From an optimization exercise on the open Yosys and OpenROAD flow, aimed at small area; shortcuts taken in it are not production practice. In this exercise RTL edits were held to simulation tests only and were not proved equivalent to the original. No activity file was given, so power comes from the tool's default toggle rates.

build 92:
Design top, start of the top module:
module top(rst, clk, start, btnU, btnR, btnD, btnL, seg, an, led, hsync, vsync, red, green, blue);
    input rst, start, clk, btnU, btnR, btnD, btnL;
    output reg [7:0] seg;
    output [3:0] an;
    output reg [7:0] led;
    output wire hsync;
    output wire vsync;
    output reg [2:0] red;
    output reg [2:0] green;
    output reg [1:0] blue;
    function automatic ule(input [10:0] a, input [10:0] b);
        integer n;
        reg r;
        begin
            r = 1'b1;
            for (n = 0; n < 11; n = n + 1) r = (~a[n] & b[n]) | ((~a[n] | b[n]) & r);
            ule = r;
        end
    endfunction
    function automatic ult(input [10:0] a, input [10:0] b);
        integer n;
        reg r;
        begin
            r = 1'b0;
            for (n = 0; n < 11; n = n + 1) r = (~a[n] & b[n]) | ((~a[n] | b[n]) & r);
            ult = r;
        end
    endfunction
    function automatic slt(input [10:0] a, input [10:0] b);
  ...
Size in the first run: roughly 5,800 cells after synthesis, about 0.036 sq mm of cells after synthesis.
==> flow/config.mk <==
export PLATFORM = sky130hd
export DESIGN_NAME = top
export DESIGN_NICKNAME = top
export VERILOG_FILES = /design/flow/design.v
export SDC_FILE = /design/flow/constraint.sdc
export NUM_CORES = 4
export LEC_CHECK = 0
export ABC_AREA = 1
export CAP_MARGIN = 20
export CORE_MARGIN = 2
export CORE_UTILIZATION = 40
export PLACE_DENSITY = 0.6
export SLEW_MARGIN = 20
==> flow/constraint.sdc <==
create_clock -name core_clock -period 12.0 [get_ports {clk}]
set_input_delay 2.4000 -clock core_clock [delete_from_list [all_inputs] [get_ports {clk}]]
set_output_delay 2.4000 -clock core_clock [all_outputs]
set_load 0.01 [all_outputs]
run.sh (not shown) runs the stock make flow with config.mk's settings and CLKGATE_MAP_FILE= SYNTH_SCRIPT=/design/flow/synth_recipe.tcl, a recipe that flattens the netlist after the stock synthesis.
Edits applied to the flow inputs when going from build 92 to build 45:
Settings: PLACE_DENSITY now 0.65, was 0.6; CTS_CLUSTER_DIAMETER now 80, previously not set; CORE_UTILIZATION now 50, was 40; CAP_MARGIN now 0, was 20; CTS_CLUSTER_SIZE now 30, previously not set; SLEW_MARGIN now 0, was 20.
==> flow/flow/run.sh (new file) <==
#!/bin/bash
set -uo pipefail
W=$PWD
rm -rf "$W/scripts_area"
cp -r "$FLOW_HOME/scripts" "$W/scripts_area"
cp "$W/flow/abc_area.script" "$W/scripts_area/abc_area.script"
export SCRIPTS_DIR="$W/scripts_area"
export ADDER_MAP_FILE=
bash "$W/standard.sh" finish > "$W/standard_flow.log" 2>&1
status=$?
tail -40 "$W/standard_flow.log"
exit $status
==> flow/flow/abc_area.script (new file) <==
strash
&get -n
&fraig -x
&put
scorr
dc2
strash
&get -n
&deepsyn -T 240
&put
dc2
strash
dch -f
map -a
mfs2
strash
dch -f
map -a
topo
dnsize -c
==> flow/standard.sh (new file) <==
#!/bin/bash
# synth_recipe.tcl (not shown) runs the flow's synth.tcl, then flattens the netlist and writes it again
# the make line also repeats each setting of config.mk as NAME=value (left out here)
make -C /OpenROAD-flow-scripts/flow DESIGN_CONFIG=/design/flow/config.mk WORK_HOME=/design/flow/orfs CLKGATE_MAP_FILE= SYNTH_SCRIPT=/design/flow/synth_recipe.tcl "${@:-finish}"
removed: flow/run.sh
--- outcome ---
- From the logs: build 45 reached the end of the flow and failed the layout checks with max-capacitance violations, max-slew violations.
- From build 92 to build 45 the numbers moved as follows: routed via count divided by cell count went up, count of clock-buffer cells in the layout saw a decrease, least setup slack across all paths after layout decreased by 1.20 ns relative to the old numbers, ratio of final minimum period to clock period now larger.
Modified inputs, build 76 compared to build 45
Settings: a deleted CTS_CLUSTER_SIZE that had been 30; a deleted CTS_CLUSTER_DIAMETER that had been 80; a change of SLEW_MARGIN from 0 to 20; a change of CORE_UTILIZATION from 50 to 40; a change of CAP_MARGIN from 0 to 20; a change of PLACE_DENSITY from 0.65 to 0.6.
diff --git a/flow/flow/run.sh b/flow/flow/run.sh
--- a/flow/flow/run.sh
+++ b/flow/flow/run.sh
@@ -8 +7,0 @@
-export ADDER_MAP_FILE=
==> flow/flow/abc_area.script <==
strash
&get -n
&fraig -x
&put
scorr
dc2
strash
&get -n
&synch2
&put
dc2
strash
dch -f
map -a
mfs2
strash
&get -n
&synch2
&put
dc2
strash
dch -f
map -a
mfs2
strash
dch -f
map -a
topo
dnsize -c
### Flow results
The flow did not stop early for build 76: all stages ran, and the layout cleared the timing, DRC and antenna checks. From the logs: build 45 reached the end of the flow and failed the layout checks with max-capacitance violations, max-slew violations. Lower met2 usage among build 45 and build 76: build 76. Build 76 vs build 45, non-clock buffer count went down by 17. Total number of placement rows: build 76 > build 45. Row sequential share of layout area: build 76 lower / build 45 higher. Build 76 — achievable frequency about 2.6% higher, build 45 as reference. Final core utilization is higher on build 45. Routed wire length per instance: build 76 lower than build 45.

* * *

run A:
Another version of the RTL of top (not shown whole).
Size: roughly 4,800 cells after synthesis, about 340 flip-flops.
Settings: LEC_CHECK=0, ABC_AREA=1, CAP_MARGIN=10, CORE_MARGIN=2, CORE_UTILIZATION=55, CTS_CLUSTER_DIAMETER=80, CTS_CLUSTER_SIZE=30, PLACE_DENSITY=0.7, SLEW_MARGIN=10; clock period 12.0 ns.
standard.sh (not shown) runs the stock make flow with config.mk's settings and CLKGATE_MAP_FILE= SYNTH_SCRIPT=/design/flow/synth_recipe.tcl, a recipe that flattens the netlist after the stock synthesis.
==> flow/flow/run.sh <==
#!/bin/bash
set -uo pipefail
W=$PWD
rm -rf "$W/scripts_area"
cp -r "$FLOW_HOME/scripts" "$W/scripts_area"
cp "$W/flow/abc_area.script" "$W/scripts_area/abc_area.script"
export SCRIPTS_DIR="$W/scripts_area"
export ADDER_MAP_FILE=
export BUFFER_PORTS_ARGS="-buffer_cell sky130_fd_sc_hd__buf_1"
bash "$W/standard.sh" finish > "$W/standard_flow.log" 2>&1
status=$?
tail -40 "$W/standard_flow.log"
exit $status
==> flow/flow/abc_area.script <==
strash
&get -n
&fraig -x
&put
scorr
dc2
strash
&get -n
&deepsyn -T 60
&put
dc2
strash
dch -f
map -a
mfs2
strash
dch -f
map -a
topo
dnsize -c
Changes in run B relative to run A:
--- a/flow/flow/run.sh
+++ b/flow/flow/run.sh
@@ -7,5 +7,4 @@
 export SCRIPTS_DIR="$W/scripts_area"
 export ADDER_MAP_FILE=
-export BUFFER_PORTS_ARGS="-buffer_cell sky130_fd_sc_hd__buf_1"
 bash "$W/standard.sh" finish > "$W/standard_flow.log" 2>&1
 status=$?
--- a/flow/config.mk
+++ b/flow/config.mk
@@ -9,7 +9,7 @@
 export CAP_MARGIN = 10
 export CORE_MARGIN = 2
-export CORE_UTILIZATION = 55
+export CORE_UTILIZATION = 62
 export CTS_CLUSTER_DIAMETER = 80
 export CTS_CLUSTER_SIZE = 30
-export PLACE_DENSITY = 0.7
+export PLACE_DENSITY = 0.75
 export SLEW_MARGIN = 10
Notes after the runs:
- Run B against run A; critical path depth is down slightly.
- Summary of run B over run A: sum of routed wire segments on met1 lost 3000 um; fraction of area in clock buffers and inverters down 0.42 points; global-route usage +6.4 points; overall power shows an increase of 0.00012 W.
Inputs modified between run B and run C:
--- a/flow/flow/run.sh
+++ b/flow/flow/run.sh
@@ -7,4 +7,8 @@
 export SCRIPTS_DIR="$W/scripts_area"
 export ADDER_MAP_FILE=
+export BUFFER_PORTS_ARGS="-buffer_cell sky130_fd_sc_hd__buf_1"
+CTS_SIZE=$(sed -n 's/^export CTS_CLUSTER_SIZE = //p' "$W/config.mk")
+CTS_DIAM=$(sed -n 's/^export CTS_CLUSTER_DIAMETER = //p' "$W/config.mk")
+export CTS_ARGS="-sink_clustering_enable -repair_clock_nets -dont_use_dummy_load -sink_clustering_size ${CTS_SIZE:-30} -sink_clustering_max_diameter ${CTS_DIAM:-80}"
 bash "$W/standard.sh" finish > "$W/standard_flow.log" 2>&1
 status=$?
--- a/flow/config.mk
+++ b/flow/config.mk
@@ -9,7 +9,7 @@
 export CAP_MARGIN = 10
 export CORE_MARGIN = 2
-export CORE_UTILIZATION = 62
+export CORE_UTILIZATION = 55
 export CTS_CLUSTER_DIAMETER = 80
 export CTS_CLUSTER_SIZE = 30
-export PLACE_DENSITY = 0.75
+export PLACE_DENSITY = 0.7
 export SLEW_MARGIN = 10
### Flow results
Sequential fraction of design power was higher in the run labelled run C. Sort run C and run B by post-route fraction of the period consumed by the critical path asc -> top: run B. Per the comparison of run C with run B, switching power total went down about 6%, final design area excluding fillers -about 1.7%, total wire length after detailed routing lost 3.1%, routing usage on met1 saw a decrease, routed length on met2 now smaller. Any difference in worst hold slack after final layout between run C and run B is small enough to ignore. Compared run C vs run B, and worst setup slack is down in run C. [run C] detailed-route wire length on metal 1 rose about 5.6% relative to run B.
Setup changes, run C to run D
==> flow/flow/run.sh <==
#!/bin/bash
set -uo pipefail
W=$PWD
rm -rf "$W/scripts_area"
cp -r "$FLOW_HOME/scripts" "$W/scripts_area"
cp "$W/flow/abc_area.script" "$W/scripts_area/abc_area.script"
export SCRIPTS_DIR="$W/scripts_area"
export ADDER_MAP_FILE=
bash "$W/standard.sh" finish > "$W/standard_flow.log" 2>&1
status=$?
tail -40 "$W/standard_flow.log"
exit $status
--- a/flow/config.mk
+++ b/flow/config.mk
@@ -7,5 +7,5 @@
 export LEC_CHECK = 0
 export ABC_AREA = 1
-export CAP_MARGIN = 10
+export CAP_MARGIN = 20
 export CORE_MARGIN = 2
 export CORE_UTILIZATION = 55
@@ -13,3 +13,3 @@
 export CTS_CLUSTER_SIZE = 30
 export PLACE_DENSITY = 0.7
-export SLEW_MARGIN = 10
+export SLEW_MARGIN = 20
[summary]
- Global routing usage on met2 (run D over run C): decrease, 0.54 points
- On number of nets at the end of the flow, run D tracks run C almost exactly.
- The higher number of vias after detailed routing of run C and run D is in run D.
- Against run C, the final cell area of run D is higher.
#### Input delta (run E over run D)
--- a/flow/flow/run.sh
+++ b/flow/flow/run.sh
@@ -7,4 +7,8 @@
 export SCRIPTS_DIR="$W/scripts_area"
 export ADDER_MAP_FILE=
+export BUFFER_PORTS_ARGS="-buffer_cell sky130_fd_sc_hd__buf_1"
+CTS_SIZE=$(sed -n 's/^export CTS_CLUSTER_SIZE = //p' "$W/config.mk")
+CTS_DIAM=$(sed -n 's/^export CTS_CLUSTER_DIAMETER = //p' "$W/config.mk")
+export CTS_ARGS="-sink_clustering_enable -repair_clock_nets -dont_use_dummy_load -sink_clustering_size ${CTS_SIZE:-30} -sink_clustering_max_diameter ${CTS_DIAM:-80}"
 bash "$W/standard.sh" finish > "$W/standard_flow.log" 2>&1
 status=$?
--- a/flow/config.mk
+++ b/flow/config.mk
@@ -7,9 +7,9 @@
 export LEC_CHECK = 0
 export ABC_AREA = 1
-export CAP_MARGIN = 20
+export CAP_MARGIN = 10
 export CORE_MARGIN = 2
-export CORE_UTILIZATION = 55
+export CORE_UTILIZATION = 60
 export CTS_CLUSTER_DIAMETER = 80
 export CTS_CLUSTER_SIZE = 30
-export PLACE_DENSITY = 0.7
-export SLEW_MARGIN = 20
+export PLACE_DENSITY = 0.75
+export SLEW_MARGIN = 10
Results
Per the final summary, run E finished and its layout is clean on timing, DRC and antenna. Run D: done, clean on timing, DRC and antenna. Total power of run E is lower than that of run D. Run E: buffering stage count on the worst path with inverters included 2 above run D. Looking at start point of the critical path, the posY[1] result is from run D; the posY[4] one comes from run E. In the final design statistics, run E uses fewer standard cells in total than run D. What run E reported for floorplan row count has to be multiplied by 1.05 to get the figure for run D.

## port drivers added, routing unchanged
How much do the figures lean on ideal ports? The routed layouts below were timed once more, with nothing changed but the port constraints.
Step 1 sets driving cells, clkbuf_16 on the clock port and buf_2 on the other inputs (assumed; they add their load-dependent delay and slew).
Step 2, shift: input delay + t, output delay - t, t = (earliest + latest rising clock arrival at the registers) / 2. This alone moves slack from input paths to output paths.
a / b / c = no drivers / after step 1 / after step 2; a / b = the first two.
run | t (ns) | setup slack, ns | worst setup path after step 2 | cell pins on the clock port's net
build 92 | 0.689 | 2.547 / 2.547 / 2.547 | register to register | 1
build 45 | 0.677 | 1.348 / 1.348 / 1.348 | register to register | 1
build 76 | 0.690 | 1.618 / 1.618 / 1.618 | register to register | 1
run A | 0.711 | 1.238 / 1.238 / 1.238 | register to register | 1
run B | 0.704 | 1.309 / 1.309 / 1.309 | register to register | 1
run C | 0.676 | 1.168 / 1.168 / 1.168 | register to register | 1
run D | 0.708 | 1.074 / 1.074 / 1.074 | register to register | 1
run E | 0.647 | 1.264 / 1.264 / 1.264 | register to register | 1
